This is an optimization exercise on Yosys and OpenROAD, whose aim is small area, a short achievable clock period and few clock cycles per item, not a production implementation. The RTL was checked by simulation tests, not by an equivalence proof against the original design.

==> flow/design.v <==
module MulDiv(input clk, input reset,
    output io_req_ready,
    input  io_req_valid,
    input [3:0] io_req_bits_fn,
    input  io_req_bits_dw,
    input [63:0] io_req_bits_in1,
    input [63:0] io_req_bits_in2,
    input [4:0] io_req_bits_tag,
    input  io_kill,
    input  io_resp_ready,
    output io_resp_valid,
    output[63:0] io_resp_bits_data,
    output[4:0] io_resp_bits_tag
);
  reg [4:0] req_tag;
  wire[4:0] T0;
  wire T1;
  wire[63:0] T2;
  wire[63:0] T3;
  reg [129:0] remainder;
  wire[129:0] T4;
  wire[129:0] T5;
  wire[129:0] T6;
  wire[129:0] T7;
  wire[129:0] T8;
  wire[129:0] T9;
  wire[129:0] T10;
  wire[129:0] T188;
  wire[63:0] negated_remainder;
  wire[63:0] T126;
  wire T11;
  wire T12;
  reg  isMul;
  wire T13;
  wire cmdMul;
  wire T14;
  wire T15;
  wire[3:0] T16;
  wire T17;
  wire[3:0] T18;
  wire T19;
  wire T20;
  reg [2:0] state;
  wire[2:0] T189;
  wire[2:0] T21;
  wire[2:0] T22;
  wire[2:0] T23;
  wire[2:0] T24;
  wire[2:0] T25;
  wire[2:0] T26;
  wire[2:0] T27;
  wire[2:0] T28;
  reg  neg_out;
  wire T29;
  wire T30;
  wire T31;
  wire T32;
  wire T33;
  reg  isHi;
  wire T34;
  wire cmdHi;
  wire T35;
  wire T36;
  wire T37;
  wire[3:0] T38;
  wire T39;
  wire[3:0] T40;
  wire T41;
  wire T42;
  wire less;
  wire[64:0] subtractor;
  reg [64:0] divisor;
  wire[64:0] T43;
  wire[64:0] T44;
  wire T45;
  wire T46;
  wire T47;
  wire[64:0] T48;
  wire[63:0] rhs_in;
  wire[31:0] T49;
  wire[31:0] T50;
  wire[31:0] T51;
  wire[31:0] T190;
  wire[31:0] T52;
  wire T53;
  wire T54;
  wire rhs_sign;
  wire T55;
  wire T56;
  wire T57;
  wire T58;
  wire T59;
  wire rhsSigned;
  wire T60;
  wire T61;
  wire[3:0] T62;
  wire[64:0] T63;
  wire T64;
  reg [6:0] count;
  wire[6:0] T65;
  wire[6:0] T66;
  wire[6:0] T67;
  wire[6:0] T68;
  wire[6:0] T69;
  wire[6:0] T70;
  wire[6:0] T191;
  wire[5:0] T71;
  wire[5:0] T72;
  wire[5:0] T73;
  wire[5:0] T192;
  wire[5:0] T193;
  wire[5:0] T194;
  wire[5:0] T195;
  wire[5:0] T196;
  wire[5:0] T197;
  wire[5:0] T198;
  wire[5:0] T199;
  wire[5:0] T200;
  wire[5:0] T201;
  wire[5:0] T202;
  wire[5:0] T203;
  wire[5:0] T204;
  wire[5:0] T205;
  wire[5:0] T206;
  wire[5:0] T207;
  wire[5:0] T208;
  wire[5:0] T209;
  wire[5:0] T210;
  wire[5:0] T211;
  wire[5:0] T212;
  wire[5:0] T213;
  wire[5:0] T214;
  wire[5:0] T215;
  wire[5:0] T216;
  wire[5:0] T217;
  wire[5:0] T218;
  wire[5:0] T219;
  wire[5:0] T220;
  wire[5:0] T221;
  wire[5:0] T222;
  wire[5:0] T223;
  wire[4:0] T224;
  wire[4:0] T225;
  wire[4:0] T226;
  wire[4:0] T227;
  wire[4:0] T228;
  wire[4:0] T229;
  wire[4:0] T230;
  wire[4:0] T231;
  wire[4:0] T232;
  wire[4:0] T233;
  wire[4:0] T234;
  wire[4:0] T235;
  wire[4:0] T236;
  wire[4:0] T237;
  wire[4:0] T238;
  wire[4:0] T239;
  wire[3:0] T240;
  wire[3:0] T241;
  wire[3:0] T242;
  wire[3:0] T243;
  wire[3:0] T244;
  wire[3:0] T245;
  wire[3:0] T246;
  wire[3:0] T247;
  wire[2:0] T248;
  wire[2:0] T249;
  wire[2:0] T250;
  wire[2:0] T251;
  wire[1:0] T252;
  wire[1:0] T253;
  wire T254;
  wire[63:0] T75;
  wire[63:0] T76;
  wire T255;
  wire T256;
  wire T257;
  wire T258;
  wire T259;
  wire T260;
  wire T261;
  wire T262;
  wire T263;
  wire T264;
  wire T265;
  wire T266;
  wire T267;
  wire T268;
  wire T269;
  wire T270;
  wire T271;
  wire T272;
  wire T273;
  wire T274;
  wire T275;
  wire T276;
  wire T277;
  wire T278;
  wire T279;
  wire T280;
  wire T281;
  wire T282;
  wire T283;
  wire T284;
  wire T285;
  wire T286;
  wire T287;
  wire T288;
  wire T289;
  wire T290;
  wire T291;
  wire T292;
  wire T293;
  wire T294;
  wire T295;
  wire T296;
  wire T297;
  wire T298;
  wire T299;
  wire T300;
  wire T301;
  wire T302;
  wire T303;
  wire T304;
  wire T305;
  wire T306;
  wire T307;
  wire T308;
  wire T309;
  wire T310;
  wire T311;
  wire T312;
  wire T313;
  wire T314;
  wire T315;
  wire T316;
  wire[5:0] T77;
  wire[5:0] T317;
  wire[5:0] T318;
  wire[5:0] T319;
  wire[5:0] T320;
  wire[5:0] T321;
  wire[5:0] T322;
  wire[5:0] T323;
  wire[5:0] T324;
  wire[5:0] T325;
  wire[5:0] T326;
  wire[5:0] T327;
  wire[5:0] T328;
  wire[5:0] T329;
  wire[5:0] T330;
  wire[5:0] T331;
  wire[5:0] T332;
  wire[5:0] T333;
  wire[5:0] T334;
  wire[5:0] T335;
  wire[5:0] T336;
  wire[5:0] T337;
  wire[5:0] T338;
  wire[5:0] T339;
  wire[5:0] T340;
  wire[5:0] T341;
  wire[5:0] T342;
  wire[5:0] T343;
  wire[5:0] T344;
  wire[5:0] T345;
  wire[5:0] T346;
  wire[5:0] T347;
  wire[5:0] T348;
  wire[4:0] T349;
  wire[4:0] T350;
  wire[4:0] T351;
  wire[4:0] T352;
  wire[4:0] T353;
  wire[4:0] T354;
  wire[4:0] T355;
  wire[4:0] T356;
  wire[4:0] T357;
  wire[4:0] T358;
  wire[4:0] T359;
  wire[4:0] T360;
  wire[4:0] T361;
  wire[4:0] T362;
  wire[4:0] T363;
  wire[4:0] T364;
  wire[3:0] T365;
  wire[3:0] T366;
  wire[3:0] T367;
  wire[3:0] T368;
  wire[3:0] T369;
  wire[3:0] T370;
  wire[3:0] T371;
  wire[3:0] T372;
  wire[2:0] T373;
  wire[2:0] T374;
  wire[2:0] T375;
  wire[2:0] T376;
  wire[1:0] T377;
  wire[1:0] T378;
  wire T379;
  wire[63:0] T79;
  wire[63:0] T80;
  wire T380;
  wire T381;
  wire T382;
  wire T383;
  wire T384;
  wire T385;
  wire T386;
  wire T387;
  wire T388;
  wire T389;
  wire T390;
  wire T391;
  wire T392;
  wire T393;
  wire T394;
  wire T395;
  wire T396;
  wire T397;
  wire T398;
  wire T399;
  wire T400;
  wire T401;
  wire T402;
  wire T403;
  wire T404;
  wire T405;
  wire T406;
  wire T407;
  wire T408;
  wire T409;
  wire T410;
  wire T411;
  wire T412;
  wire T413;
  wire T414;
  wire T415;
  wire T416;
  wire T417;
  wire T418;
  wire T419;
  wire T420;
  wire T421;
  wire T422;
  wire T423;
  wire T424;
  wire T425;
  wire T426;
  wire T427;
  wire T428;
  wire T429;
  wire T430;
  wire T431;
  wire T432;
  wire T433;
  wire T434;
  wire T435;
  wire T436;
  wire T437;
  wire T438;
  wire T439;
  wire T440;
  wire T441;
  wire T81;
  wire T82;
  wire T83;
  wire T84;
  wire lhs_sign;
  wire T85;
  wire T86;
  wire T87;
  wire T88;
  wire T89;
  wire lhsSigned;
  wire T90;
  wire T91;
  wire[3:0] T92;
  wire T93;
  wire T94;
  wire[2:0] T95;
  wire T96;
  wire T97;
  wire T98;
  wire T99;
  wire T100;
  wire[63:0] T101;
  wire[63:0] T102;
  wire[63:0] T103;
  wire[64:0] T104;
  wire[5:0] T105;
  wire[10:0] T106;
  wire[63:0] T107;
  wire[128:0] T108;
  wire[63:0] T109;
  wire[64:0] T110;
  wire T111;
  wire T112;
  wire T113;
  wire T114;
  wire T115;
  wire[2:0] T116;
  wire[2:0] T117;
  wire T118;
  wire T119;
  wire T120;
  wire T121;
  wire[2:0] T122;
  wire T123;
  wire T124;
  wire T125;
  wire[129:0] T442;
  wire T127;
  wire[129:0] T443;
  wire[63:0] T128;
  wire T129;
  wire[129:0] T130;
  wire[64:0] T131;
  wire[63:0] T132;
  wire[128:0] T133;
  wire[63:0] T134;
  wire[128:0] T135;
  wire[128:0] T136;
  wire[128:0] T137;
  wire[55:0] T138;
  wire[72:0] T139;
  wire[72:0] T444;
  wire[64:0] T140;
  wire[64:0] T141;
  wire[7:0] T445;
  wire T446;
  wire[72:0] T142;
  wire[8:0] T143;
  wire[8:0] T144;
  wire[7:0] T145;
  wire[64:0] T146;
  wire[128:0] T147;
  wire[5:0] T148;
  wire[10:0] T149;
  wire[10:0] T150;
  wire[64:0] T151;
  wire[64:0] T152;
  wire T153;
  wire T154;
  wire[129:0] T447;
  wire[128:0] T155;
  wire[64:0] T156;
  wire T157;
  wire[63:0] T158;
  wire[63:0] T159;
  wire[63:0] T160;
  wire[63:0] T161;
  wire T162;
  wire T163;
  wire T164;
  wire[129:0] T448;
  wire[126:0] T165;
  wire[63:0] T166;
  wire T167;
  wire T168;
  wire T169;
  wire T170;
  wire T171;
  wire T172;
  wire[129:0] T449;
  wire[63:0] lhs_in;
  wire[31:0] T173;
  wire[31:0] T174;
  wire[31:0] T175;
  wire[31:0] T450;
  wire[31:0] T176;
  wire T177;
  wire T178;
  wire[63:0] T179;
  wire[31:0] T180;
  wire[31:0] T181;
  wire[31:0] T451;
  wire T182;
  wire T183;
  wire T184;
  reg  req_dw;
  wire T185;
  wire T186;
  wire T187;
  assign io_resp_bits_tag = req_tag;
  assign T0 = T1 ? io_req_bits_tag : req_tag;
  assign T1 = io_req_ready & io_req_valid;
  assign io_resp_bits_data = T2;
  assign T2 = T183 ? T179 : T3;
  assign T3 = remainder[63:0];
  assign T4 = T1 ? T449 : T5;
  assign T5 = T167 ? T448 : T6;
  assign T6 = T162 ? T447 : T7;
  assign T7 = T153 ? T130 : T8;
  assign T8 = T129 ? T443 : T9;
  assign T9 = T127 ? T442 : T10;
  assign T10 = T11 ? T188 : remainder;
  assign T188 = {66'h0, negated_remainder};
  assign negated_remainder = 64'h0 - T126;
  assign T126 = remainder[63:0];
  assign T11 = T20 & T12;
  assign T12 = T19 | isMul;
  assign T13 = T1 ? cmdMul : isMul;
  assign cmdMul = T14;
  assign T14 = T17 | T15;
  assign T15 = T16 == 4'h8;
  assign T16 = io_req_bits_fn & 4'h8;
  assign T17 = T18 == 4'h0;
  assign T18 = io_req_bits_fn & 4'h4;
  assign T19 = remainder[63];
  assign T20 = state == 3'h1;
  assign T189 = reset ? 3'h0 : T21;
  assign T21 = T1 ? T122 : T22;
  assign T22 = T120 ? 3'h0 : T23;
  assign T23 = T118 ? T116 : T24;
  assign T24 = T96 ? T95 : T25;
  assign T25 = T129 ? T28 : T26;
  assign T26 = T127 ? 3'h5 : T27;
  assign T27 = T20 ? 3'h2 : state;
  assign T28 = neg_out ? 3'h4 : 3'h5;
  assign T29 = T1 ? T82 : T30;
  assign T30 = T31 ? 1'h0 : neg_out;
  assign T31 = T162 & T32;
  assign T32 = T41 & T33;
  assign T33 = isHi ^ 1'h1;
  assign T34 = T1 ? cmdHi : isHi;
  assign cmdHi = T35;
  assign T35 = T36 | T15;
  assign T36 = T39 | T37;
  assign T37 = T38 == 4'h2;
  assign T38 = io_req_bits_fn & 4'h2;
  assign T39 = T40 == 4'h1;
  assign T40 = io_req_bits_fn & 4'h5;
  assign T41 = T64 & T42;
  assign T42 = less ^ 1'h1;
  assign less = subtractor[64];
  assign subtractor = T63 - divisor;
  assign T43 = T1 ? T48 : T44;
  assign T44 = T45 ? subtractor : divisor;
  assign T45 = T20 & T46;
  assign T46 = T47 | isMul;
  assign T47 = divisor[63];
  assign T48 = {rhs_sign, rhs_in};
  assign rhs_in = {T50, T49};
  assign T49 = io_req_bits_in2[31:0];
  assign T50 = T53 ? T52 : T51;
  assign T51 = 32'h0 - T190;
  assign T190 = {31'h0, rhs_sign};
  assign T52 = io_req_bits_in2[63:32];
  assign T53 = 1'h1 == T54;
  assign T54 = io_req_bits_dw & 1'h1;
  assign rhs_sign = rhsSigned & T55;
  assign T55 = T58 ? T57 : T56;
  assign T56 = io_req_bits_in2[31];
  assign T57 = io_req_bits_in2[63];
  assign T58 = 1'h1 == T59;
  assign T59 = io_req_bits_dw & 1'h1;
  assign rhsSigned = T60;
  assign T60 = T61 | T17;
  assign T61 = T62 == 4'h0;
  assign T62 = io_req_bits_fn & 4'h9;
  assign T63 = remainder[128:64];
  assign T64 = count == 7'h0;
  assign T65 = T1 ? 7'h0 : T66;
  assign T66 = T167 ? T191 : T67;
  assign T67 = T162 ? T70 : T68;
  assign T68 = T153 ? T69 : count;
  assign T69 = count + 7'h1;
  assign T70 = count + 7'h1;
  assign T191 = {1'h0, T71};
  assign T71 = T81 ? 6'h3f : T72;
  assign T72 = T73;
  assign T73 = T77 - T192;
  assign T192 = T316 ? 6'h3f : T193;
  assign T193 = T315 ? 6'h3e : T194;
  assign T194 = T314 ? 6'h3d : T195;
  assign T195 = T313 ? 6'h3c : T196;
  assign T196 = T312 ? 6'h3b : T197;
  assign T197 = T311 ? 6'h3a : T198;
  assign T198 = T310 ? 6'h39 : T199;
  assign T199 = T309 ? 6'h38 : T200;
  assign T200 = T308 ? 6'h37 : T201;
  assign T201 = T307 ? 6'h36 : T202;
  assign T202 = T306 ? 6'h35 : T203;
  assign T203 = T305 ? 6'h34 : T204;
  assign T204 = T304 ? 6'h33 : T205;
  assign T205 = T303 ? 6'h32 : T206;
  assign T206 = T302 ? 6'h31 : T207;
  assign T207 = T301 ? 6'h30 : T208;
  assign T208 = T300 ? 6'h2f : T209;
  assign T209 = T299 ? 6'h2e : T210;
  assign T210 = T298 ? 6'h2d : T211;
  assign T211 = T297 ? 6'h2c : T212;
  assign T212 = T296 ? 6'h2b : T213;
  assign T213 = T295 ? 6'h2a : T214;
  assign T214 = T294 ? 6'h29 : T215;
  assign T215 = T293 ? 6'h28 : T216;
  assign T216 = T292 ? 6'h27 : T217;
  assign T217 = T291 ? 6'h26 : T218;
  assign T218 = T290 ? 6'h25 : T219;
  assign T219 = T289 ? 6'h24 : T220;
  assign T220 = T288 ? 6'h23 : T221;
  assign T221 = T287 ? 6'h22 : T222;
  assign T222 = T286 ? 6'h21 : T223;
  assign T223 = T285 ? 6'h20 : T224;
  assign T224 = T284 ? 5'h1f : T225;
  assign T225 = T283 ? 5'h1e : T226;
  assign T226 = T282 ? 5'h1d : T227;
  assign T227 = T281 ? 5'h1c : T228;
  assign T228 = T280 ? 5'h1b : T229;
  assign T229 = T279 ? 5'h1a : T230;
  assign T230 = T278 ? 5'h19 : T231;
  assign T231 = T277 ? 5'h18 : T232;
  assign T232 = T276 ? 5'h17 : T233;
  assign T233 = T275 ? 5'h16 : T234;
  assign T234 = T274 ? 5'h15 : T235;
  assign T235 = T273 ? 5'h14 : T236;
  assign T236 = T272 ? 5'h13 : T237;
  assign T237 = T271 ? 5'h12 : T238;
  assign T238 = T270 ? 5'h11 : T239;
  assign T239 = T269 ? 5'h10 : T240;
  assign T240 = T268 ? 4'hf : T241;
  assign T241 = T267 ? 4'he : T242;
  assign T242 = T266 ? 4'hd : T243;
  assign T243 = T265 ? 4'hc : T244;
  assign T244 = T264 ? 4'hb : T245;
  assign T245 = T263 ? 4'ha : T246;
  assign T246 = T262 ? 4'h9 : T247;
  assign T247 = T261 ? 4'h8 : T248;
  assign T248 = T260 ? 3'h7 : T249;
  assign T249 = T259 ? 3'h6 : T250;
  assign T250 = T258 ? 3'h5 : T251;
  assign T251 = T257 ? 3'h4 : T252;
  assign T252 = T256 ? 2'h3 : T253;
  assign T253 = T255 ? 2'h2 : T254;
  assign T254 = T75[1];
  assign T75 = T76;
  assign T76 = remainder[63:0];
  assign T255 = T75[2];
  assign T256 = T75[3];
  assign T257 = T75[4];
  assign T258 = T75[5];
  assign T259 = T75[6];
  assign T260 = T75[7];
  assign T261 = T75[8];
  assign T262 = T75[9];
  assign T263 = T75[10];
  assign T264 = T75[11];
  assign T265 = T75[12];
  assign T266 = T75[13];
  assign T267 = T75[14];
  assign T268 = T75[15];
  assign T269 = T75[16];
  assign T270 = T75[17];
  assign T271 = T75[18];
  assign T272 = T75[19];
  assign T273 = T75[20];
  assign T274 = T75[21];
  assign T275 = T75[22];
  assign T276 = T75[23];
  assign T277 = T75[24];
  assign T278 = T75[25];
  assign T279 = T75[26];
  assign T280 = T75[27];
  assign T281 = T75[28];
  assign T282 = T75[29];
  assign T283 = T75[30];
  assign T284 = T75[31];
  assign T285 = T75[32];
  assign T286 = T75[33];
  assign T287 = T75[34];
  assign T288 = T75[35];
  assign T289 = T75[36];
  assign T290 = T75[37];
  assign T291 = T75[38];
  assign T292 = T75[39];
  assign T293 = T75[40];
  assign T294 = T75[41];
  assign T295 = T75[42];
  assign T296 = T75[43];
  assign T297 = T75[44];
  assign T298 = T75[45];
  assign T299 = T75[46];
  assign T300 = T75[47];
  assign T301 = T75[48];
  assign T302 = T75[49];
  assign T303 = T75[50];
  assign T304 = T75[51];
  assign T305 = T75[52];
  assign T306 = T75[53];
  assign T307 = T75[54];
  assign T308 = T75[55];
  assign T309 = T75[56];
  assign T310 = T75[57];
  assign T311 = T75[58];
  assign T312 = T75[59];
  assign T313 = T75[60];
  assign T314 = T75[61];
  assign T315 = T75[62];
  assign T316 = T75[63];
  assign T77 = 6'h3f + T317;
  assign T317 = T441 ? 6'h3f : T318;
  assign T318 = T440 ? 6'h3e : T319;
  assign T319 = T439 ? 6'h3d : T320;
  assign T320 = T438 ? 6'h3c : T321;
  assign T321 = T437 ? 6'h3b : T322;
  assign T322 = T436 ? 6'h3a : T323;
  assign T323 = T435 ? 6'h39 : T324;
  assign T324 = T434 ? 6'h38 : T325;
  assign T325 = T433 ? 6'h37 : T326;
  assign T326 = T432 ? 6'h36 : T327;
  assign T327 = T431 ? 6'h35 : T328;
  assign T328 = T430 ? 6'h34 : T329;
  assign T329 = T429 ? 6'h33 : T330;
  assign T330 = T428 ? 6'h32 : T331;
  assign T331 = T427 ? 6'h31 : T332;
  assign T332 = T426 ? 6'h30 : T333;
  assign T333 = T425 ? 6'h2f : T334;
  assign T334 = T424 ? 6'h2e : T335;
  assign T335 = T423 ? 6'h2d : T336;
  assign T336 = T422 ? 6'h2c : T337;
  assign T337 = T421 ? 6'h2b : T338;
  assign T338 = T420 ? 6'h2a : T339;
  assign T339 = T419 ? 6'h29 : T340;
  assign T340 = T418 ? 6'h28 : T341;
  assign T341 = T417 ? 6'h27 : T342;
  assign T342 = T416 ? 6'h26 : T343;
  assign T343 = T415 ? 6'h25 : T344;
  assign T344 = T414 ? 6'h24 : T345;
  assign T345 = T413 ? 6'h23 : T346;
  assign T346 = T412 ? 6'h22 : T347;
  assign T347 = T411 ? 6'h21 : T348;
  assign T348 = T410 ? 6'h20 : T349;
  assign T349 = T409 ? 5'h1f : T350;
  assign T350 = T408 ? 5'h1e : T351;
  assign T351 = T407 ? 5'h1d : T352;
  assign T352 = T406 ? 5'h1c : T353;
  assign T353 = T405 ? 5'h1b : T354;
  assign T354 = T404 ? 5'h1a : T355;
  assign T355 = T403 ? 5'h19 : T356;
  assign T356 = T402 ? 5'h18 : T357;
  assign T357 = T401 ? 5'h17 : T358;
  assign T358 = T400 ? 5'h16 : T359;
  assign T359 = T399 ? 5'h15 : T360;
  assign T360 = T398 ? 5'h14 : T361;
  assign T361 = T397 ? 5'h13 : T362;
  assign T362 = T396 ? 5'h12 : T363;
  assign T363 = T395 ? 5'h11 : T364;
  assign T364 = T394 ? 5'h10 : T365;
  assign T365 = T393 ? 4'hf : T366;
  assign T366 = T392 ? 4'he : T367;
  assign T367 = T391 ? 4'hd : T368;
  assign T368 = T390 ? 4'hc : T369;
  assign T369 = T389 ? 4'hb : T370;
  assign T370 = T388 ? 4'ha : T371;
  assign T371 = T387 ? 4'h9 : T372;
  assign T372 = T386 ? 4'h8 : T373;
  assign T373 = T385 ? 3'h7 : T374;
  assign T374 = T384 ? 3'h6 : T375;
  assign T375 = T383 ? 3'h5 : T376;
  assign T376 = T382 ? 3'h4 : T377;
  assign T377 = T381 ? 2'h3 : T378;
  assign T378 = T380 ? 2'h2 : T379;
  assign T379 = T79[1];
  assign T79 = T80;
  assign T80 = divisor[63:0];
  assign T380 = T79[2];
  assign T381 = T79[3];
  assign T382 = T79[4];
  assign T383 = T79[5];
  assign T384 = T79[6];
  assign T385 = T79[7];
  assign T386 = T79[8];
  assign T387 = T79[9];
  assign T388 = T79[10];
  assign T389 = T79[11];
  assign T390 = T79[12];
  assign T391 = T79[13];
  assign T392 = T79[14];
  assign T393 = T79[15];
  assign T394 = T79[16];
  assign T395 = T79[17];
  assign T396 = T79[18];
  assign T397 = T79[19];
  assign T398 = T79[20];
  assign T399 = T79[21];
  assign T400 = T79[22];
  assign T401 = T79[23];
  assign T402 = T79[24];
  assign T403 = T79[25];
  assign T404 = T79[26];
  assign T405 = T79[27];
  assign T406 = T79[28];
  assign T407 = T79[29];
  assign T408 = T79[30];
  assign T409 = T79[31];
  assign T410 = T79[32];
  assign T411 = T79[33];
  assign T412 = T79[34];
  assign T413 = T79[35];
  assign T414 = T79[36];
  assign T415 = T79[37];
  assign T416 = T79[38];
  assign T417 = T79[39];
  assign T418 = T79[40];
  assign T419 = T79[41];
  assign T420 = T79[42];
  assign T421 = T79[43];
  assign T422 = T79[44];
  assign T423 = T79[45];
  assign T424 = T79[46];
  assign T425 = T79[47];
  assign T426 = T79[48];
  assign T427 = T79[49];
  assign T428 = T79[50];
  assign T429 = T79[51];
  assign T430 = T79[52];
  assign T431 = T79[53];
  assign T432 = T79[54];
  assign T433 = T79[55];
  assign T434 = T79[56];
  assign T435 = T79[57];
  assign T436 = T79[58];
  assign T437 = T79[59];
  assign T438 = T79[60];
  assign T439 = T79[61];
  assign T440 = T79[62];
  assign T441 = T79[63];
  assign T81 = T192 < T317;
  assign T82 = T94 & T83;
  assign T83 = cmdHi ? lhs_sign : T84;
  assign T84 = lhs_sign != rhs_sign;
  assign lhs_sign = lhsSigned & T85;
  assign T85 = T88 ? T87 : T86;
  assign T86 = io_req_bits_in1[31];
  assign T87 = io_req_bits_in1[63];
  assign T88 = 1'h1 == T89;
  assign T89 = io_req_bits_dw & 1'h1;
  assign lhsSigned = T90;
  assign T90 = T93 | T91;
  assign T91 = T92 == 4'h0;
  assign T92 = io_req_bits_fn & 4'h3;
  assign T93 = T61 | T17;
  assign T94 = cmdMul ^ 1'h1;
  assign T95 = isHi ? 3'h3 : 3'h5;
  assign T96 = T153 & T97;
  assign T97 = T99 | T98;
  assign T98 = count == 7'h7;
  assign T99 = 1'h0;  
  assign T100 = T101 == 64'h0;
  assign T101 = T107 & T102;
  assign T102 = ~ T103;
  assign T103 = T104[63:0];
  assign T104 = $signed(65'h10000000000000000) >>> T105;
  assign T105 = T106[5:0];
  assign T106 = count * 4'h8;
  assign T107 = T108[63:0];
  assign T108 = {T110, T109};
  assign T109 = remainder[63:0];
  assign T110 = remainder[129:65];
  assign T111 = T113 & T112;
  assign T112 = isHi ^ 1'h1;
  assign T113 = T115 & T114;
  assign T114 = count != 7'h0;
  assign T115 = count != 7'h7;
  assign T116 = isHi ? 3'h3 : T117;
  assign T117 = neg_out ? 3'h4 : 3'h5;
  assign T118 = T162 & T119;
  assign T119 = count == 7'h40;
  assign T120 = T121 | io_kill;
  assign T121 = io_resp_ready & io_resp_valid;
  assign T122 = T123 ? 3'h1 : 3'h2;
  assign T123 = lhs_sign | T124;
  assign T124 = rhs_sign & T125;
  assign T125 = cmdMul ^ 1'h1;
  assign T442 = {66'h0, negated_remainder};
  assign T127 = state == 3'h4;
  assign T443 = {66'h0, T128};
  assign T128 = remainder[128:65];
  assign T129 = state == 3'h3;
  assign T130 = {T152, T131};
  assign T131 = {1'h0, T132};
  assign T132 = T133[63:0];
  assign T133 = {T151, T134};
  assign T134 = T135[63:0];
  assign T135 = T99 ? T147 : T136;
  assign T136 = T137;
  assign T137 = {T139, T138};
  assign T138 = T107[63:8];
  assign T139 = T142 + T444;
  assign T444 = {T445, T140};
  assign T140 = T141;
  assign T141 = T108[128:64];
  assign T445 = T446 ? 8'hff : 8'h0;
  assign T446 = T140[64];
  assign T142 = $signed(T146) * $signed(T143);
  assign T143 = T144;
  assign T144 = {1'h0, T145};
  assign T145 = T107[7:0];
  assign T146 = divisor;
  assign T147 = T108 >> T148;
  assign T148 = T149[5:0];
  assign T149 = 11'h40 - T150;
  assign T150 = count * 4'h8;
  assign T151 = T136[128:64];
  assign T152 = T133 >> 7'h40;
  assign T153 = T154 & isMul;
  assign T154 = state == 3'h2;
  assign T447 = {1'h0, T155};
  assign T155 = {T159, T156};
  assign T156 = {T158, T157};
  assign T157 = less ^ 1'h1;
  assign T158 = remainder[63:0];
  assign T159 = less ? T161 : T160;
  assign T160 = subtractor[63:0];
  assign T161 = remainder[127:64];
  assign T162 = T164 & T163;
  assign T163 = isMul ^ 1'h1;
  assign T164 = state == 3'h2;
  assign T448 = {3'h0, T165};
  assign T165 = T166 << T71;
  assign T166 = remainder[63:0];
  assign T167 = 1'h0;  
  assign T168 = T171 & T169;
  assign T169 = T170 | T81;
  assign T170 = 6'h0 < T73;
  assign T171 = T172 & less;
  assign T172 = count == 7'h0;
  assign T449 = {66'h0, lhs_in};
  assign lhs_in = {T174, T173};
  assign T173 = io_req_bits_in1[31:0];
  assign T174 = T177 ? T176 : T175;
  assign T175 = 32'h0 - T450;
  assign T450 = {31'h0, lhs_sign};
  assign T176 = io_req_bits_in1[63:32];
  assign T177 = 1'h1 == T178;
  assign T178 = io_req_bits_dw & 1'h1;
  assign T179 = {T181, T180};
  assign T180 = remainder[31:0];
  assign T181 = 32'h0 - T451;
  assign T451 = {31'h0, T182};
  assign T182 = remainder[31];
  assign T183 = 1'h0 == T184;
  assign T184 = req_dw & 1'h1;
  assign T185 = T1 ? io_req_bits_dw : req_dw;
  assign io_resp_valid = T186;
  assign T186 = state == 3'h5;
  assign io_req_ready = T187;
  assign T187 = state == 3'h0;
  always @(posedge clk) begin
    if(T1) begin
      req_tag <= io_req_bits_tag;
    end
    if(T1) begin
      remainder <= T449;
    end else if(T167) begin
      remainder <= T448;
    end else if(T162) begin
      remainder <= T447;
    end else if(T153) begin
      remainder <= T130;
    end else if(T129) begin
      remainder <= T443;
    end else if(T127) begin
      remainder <= T442;
    end else if(T11) begin
      remainder <= T188;
    end
    if(T1) begin
      isMul <= cmdMul;
    end
    if(reset) begin
      state <= 3'h0;
    end else if(T1) begin
      state <= T122;
    end else if(T120) begin
      state <= 3'h0;
    end else if(T118) begin
      state <= T116;
    end else if(T96) begin
      state <= T95;
    end else if(T129) begin
      state <= T28;
    end else if(T127) begin
      state <= 3'h5;
    end else if(T20) begin
      state <= 3'h2;
    end
    if(T1) begin
      neg_out <= T82;
    end else if(T31) begin
      neg_out <= 1'h0;
    end
    if(T1) begin
      isHi <= cmdHi;
    end
    if(T1) begin
      divisor <= T48;
    end else if(T45) begin
      divisor <= subtractor;
    end
    if(T1) begin
      count <= 7'h0;
    end else if(T167) begin
      count <= T191;
    end else if(T162) begin
      count <= T70;
    end else if(T153) begin
      count <= T69;
    end
    if(T1) begin
      req_dw <= io_req_bits_dw;
    end
  end
endmodule
==> flow/run.sh <==
#!/bin/bash
# synth_recipe.tcl (not shown) runs the flow's synth.tcl, then flattens the netlist and writes it again
# the make line also repeats each setting of config.mk as NAME=value (left out here)
make -C /OpenROAD-flow-scripts/flow DESIGN_CONFIG=/design/flow/config.mk WORK_HOME=/design/flow/orfs CLKGATE_MAP_FILE= SYNTH_SCRIPT=/design/flow/synth_recipe.tcl finish
==> flow/config.mk <==
export PLATFORM = sky130hd
export DESIGN_NAME = MulDiv
export DESIGN_NICKNAME = MulDiv
export VERILOG_FILES = /design/flow/design.v
export SDC_FILE = /design/flow/constraint.sdc
export NUM_CORES = 4
export LEC_CHECK = 0
export CAP_MARGIN = 20
export CORE_MARGIN = 2
export CORE_UTILIZATION = 40
export SLEW_MARGIN = 20
==> flow/constraint.sdc <==
create_clock -name core_clock -period 10.0 [get_ports {clk}]
set_input_delay 2.0000 -clock core_clock [delete_from_list [all_inputs] [get_ports {clk}]]
set_output_delay 2.0000 -clock core_clock [all_outputs]
set_load 0.01 [all_outputs]
==> run notes <==
-- layer usage --
metal	vias up	track usage (%)	share of wire [%]
li1	14599	-	-
met1	15803	38.71	44
met2	1421	42.65	45
met3	181	5.186	8.8
met4	2	7.045	2.8
met5	-	0	0.013
-- sequential cells by signal, summed over array words and instances, names as in the netlist --
signal     count
remainder    130
divisor       65
count          7
req_tag        5
state          3
isHi           1
isMul          1
neg_out        1
req_dw         1
-- cell type report --
| type | count | area (um^2) |
|---|---|---|
| multi-input cells | 3289 | 27080 |
| clock inverters | 21 | 220.2 |
| clock buffers | 37 | 798.3 |
| fillers | 9111 | 49880 |
| repair buffers | 255 | 2466 |
| flip-flops and latches | 214 | 5669 |
| inverters | 645 | 2426 |
| diodes | 1 | 2.502 |
| well taps | 1176 | 1471 |
-- how the worst max path moves through the flow --
stage / slack, ns / endpoint
after floorplan: 0.16 / divisor[0]
after global placement: 2.22 / remainder[119]
after detailed placement: 1.97 / remainder[119]
after CTS: 1.95 / remainder[119]
after global routing: 1.55 / remainder[119]
final: 2.16 / remainder[119]
-- critical path, delay by kind of cell, from the launching register on --
family                     cells  cell delay [ns]
AOI/OAI and AO/OA              8             2.88
xor gates and xnor gates       1             0.16
adders and majority gates      6             2.95
buffers and inverters          5             0.74
DFF                            1             0.56
and+or+nand+nor                2             0.34
-- through the flow --
stage | cell area, um^2 | hold slack [ns]
3_5_place_dp | 39090 | 0.4944
2_1_floorplan | 36320 | 0.4591
4_1_cts | 40110 | 0.5030
5_1_grt | 40130 | 0.5548
6_report | 40130 | 0.5119
3_3_place_gp | 39090 | 0.4823
-- placed cells by master, fill, tap and decap left out, drive strengths merged, types with 22 or more instances in the layout --
master         netlist  layout
inv                645     646
nand2              597     597
fa                 463     463
a21oi              354     354
and2               267     267
nor2               267     267
ha                 219     219
clkdlybuf4s50        0     212
o21ai              199     199
edfxtp             138     138
xnor2              117     117
mux2i               79      79
xor2                78      78
dfxtp               76      76
o211ai              65      65
a21o                54      54
nor3                50      50
nand4               48      48
buf                 55      43
o21bai              37      37
clkbuf             230      37
a222oi              32      32
nand3               25      25
a31oi               24      24
nand2b              23      23
a22oi               22      22
o21a                22      22
-- cells in the mapped netlist, drive strengths merged, types with 10 or more instances --
master | n | area [um^2]
o21bai | 37 | 277.8
o211ai | 65 | 488.0
buf | 55 | 337.8
a21o | 54 | 405.4
inv | 645 | 2421
nand3 | 25 | 125.1
o22ai | 10 | 62.56
or4 | 10 | 78.82
fa | 463 | 9269
nand2b | 23 | 151.4
nor3 | 50 | 271.5
or3 | 20 | 135.1
xor2 | 78 | 683.2
clkbuf | 230 | 863.3
and3 | 13 | 81.33
nor2b | 19 | 118.9
a31oi | 24 | 150.1
nor4 | 14 | 102.6
nor2 | 267 | 1021
o21ai | 199 | 996.0
a22oi | 22 | 165.2
xnor2 | 117 | 1025
a211oi | 17 | 127.6
ha | 219 | 2740
a221oi | 19 | 166.4
edfxtp | 138 | 4144
and2 | 267 | 1670
o21a | 22 | 165.2
dfxtp | 76 | 1521
a222oi | 32 | 320.3
mux2 | 16 | 180.2
mux2i | 79 | 790.8
a21oi | 354 | 1772
nand4 | 48 | 300.3
nand2 | 597 | 2248
-- logic make-up after synthesis --
| group | count (synthesis) | synth area share, % |
|---|---|---|
| XOR/XNOR | 195 | 4.703 |
| AO/OA/AOI/OAI | 942 | 16.14 |
| buffers and inverters | 930 | 9.975 |
| flip-flops | 214 | 15.60 |
| multiplexers | 95 | 2.674 |
| AND/OR/NAND/NOR | 1375 | 17.84 |
| adder cells (fa/ha/maj) | 682 | 33.07 |
==> metrics.md <==
| Metric | Value |
|---|---|
| Hpwl dp | `between 100000 and 150000 um` |
| CTS tree | `built` |
| Syn Std Cell Area | `36310 um^2` |
| Non-filler cells, final | `between 5000 and 6000` |
| H-tree depth | `1` |
| Synthesized area per cell | `8.192 um^2` |
| DRT Wirelength | `127900 um` |
| CP Capture Type | `register` |
| Pin count of the biggest net entering global routing | `83` |
| Die H | `305.3 um` |
| First-pass GRT wire length | `198700 um` |
| Sink Count | `214` |
| Pre-antenna DRT Iters | `6` |
| Critical Path Max Stage Delay | `0.70 ns` |
| Final Hold Vio Count | `0` |
| Total GRT Usage | `27.28%` |
| Period minus WS final | `between 7 and 8 ns` |
| Hold path cells | `2` |
| Cell mode on critical path | `fa_1` |
| Number of flops mapped to enable cells by yosys | `138` |
| CP startpoint | `remainder[0]` |
| Pins Over Slew Limit | `0` |
| Fin Setup TNS | `0 ns` |
| Post-route DRC | `0` |
| Clk root buf | `clkbuf_16` |
| Layout cells sized above 1 | `3.295%` |
| Crit Path Class | `reg -> reg` |
| GP Congestion | `between 0.9 and 1` |
| Crit path cell chain | `buf_4 > nand2_1 > fa_1 > inv_1 > fa_1 > fa_1 > fa_1 > inv_1 > fa_1 > inv_1 > ha_1 > a21oi_1 > inv_1 > a211o_1 > a21o_1 > a2111oi_0 > o21ai_0 > a2111oi_0 > nor2_1 > a21boi_0 > xor2_1 > o22ai_1` |
| Vias in the first global route | `32331` |
| Core area | `90010 um^2` |
| Number of setup buffers added after CTS | `0` |
| Hold buffer count at cts | `0` |
| Critical path peak fanout | `35` |
| I/O Pins | `214` |
| Die width | `305.3 um` |
| Crit-path slowest cell | `a2111oi_0` |
| Syn Nets | `5258` |
| Final setup fails | `0` |
| Status | `timing/DRC/antenna clean` |
| Worst min path class | `reg -> reg` |
| CTS buffer count | `31` |
| Final Cycle Share | `approximately 78%` |
| Initial antenna violation count | `2` |
| Vias per cell | `around 5.7` |
| Hold Crit Start | `remainder[64]` |
| Global route total overflow | `0` |
| R2r setup slk | `2.16 ns` |
| Max-capacitance violation count | `0` |
| Fin Clk Skew | `between 0.01 and 0.015 ns` |
| DR vias | `32006` |
| Startpoint Class | `register` |
| RSZ-0062 raised after global routing | `no` |
| Reg2reg path depth | `22` |
| Actual slew at the worst max-slew pin | `around 1.1 ns` |
| Seq cells post-synth | `214` |
| Clk pin slew, worst setup/hold paths | `around 0.07 ns` |
| Async set-reset flop share out of synthesis | `0%` |
| Slew headroom | `between 20% and 30%` |
| Final Core Density | `44.59%` |
| Die area | `93210 um^2` |
| ANT nets after route | `0` |
| Min setup slack post-route | `2.159 ns` |
| WHS Endpoint | `remainder[64]` |
| Area grow syn2layout | `10.52%` |
| Seq/Total Area, Yosys | `15.60%` |
| Pre-CTS WS | `1.973 ns` |
| Crit path DAT | `about 8.3 ns` |
| Starting density of the core | `40.34%` |
| PostCTS Resize Cnt | `0` |
| Count of cell types in the netlist | `79` |
| Routed wire per std cell | `22.68 um` |
| Synth warn | `1` |
| Row cnt | `between 100 and 150` |
| Number of port buffers | `about 210` |
| R2R Path End | `remainder[119]` |
| Top FF cell, synth | `edfxtp_1` |
| Placed insts | `5578` |
| R2r startpoint | `remainder[0]` |
| Maximum clock rate | `0.1275 GHz` |
| Mapped Cells | `4433` |
| Final nets | `5261` |
| Clk latency of the worst-skew pair | `0.62 ns` |
| Critical Path RT | `10.47 ns` |
| Iter 0 DRT Violations | `3036` |
| Clock Path Buffers | `3` |
Testbench counts, summed over its fixed seeds: cycles 533,606, ops 16,000.

-- afterwards: timing with drivers on the ports --
How much do the figures lean on ideal ports? The routed layout below was timed once more, with nothing changed but the port constraints.
Step 1: set_driving_cell puts a clkbuf_16 on clk and a buf_2 on each other input, an assumption about the parent block.
Step 2, shift: input delay + t, output delay - t, t = (earliest + latest rising clock arrival at the registers) / 2. This alone moves slack from input paths to output paths.
Slacks: ideal ports / drivers / drivers and shift; pairs: ideal ports / drivers.
t (ns): 0.684
slack for setup (ns): 2.159 / 2.159 / 2.159
worst register clock-pin slew, ns: 0.07 / 0.07
After both steps setup and hold are still met in this run. For this run, drivers alone change the setup slack by 0.000 ns; drivers and shift together by 0.000 ns.
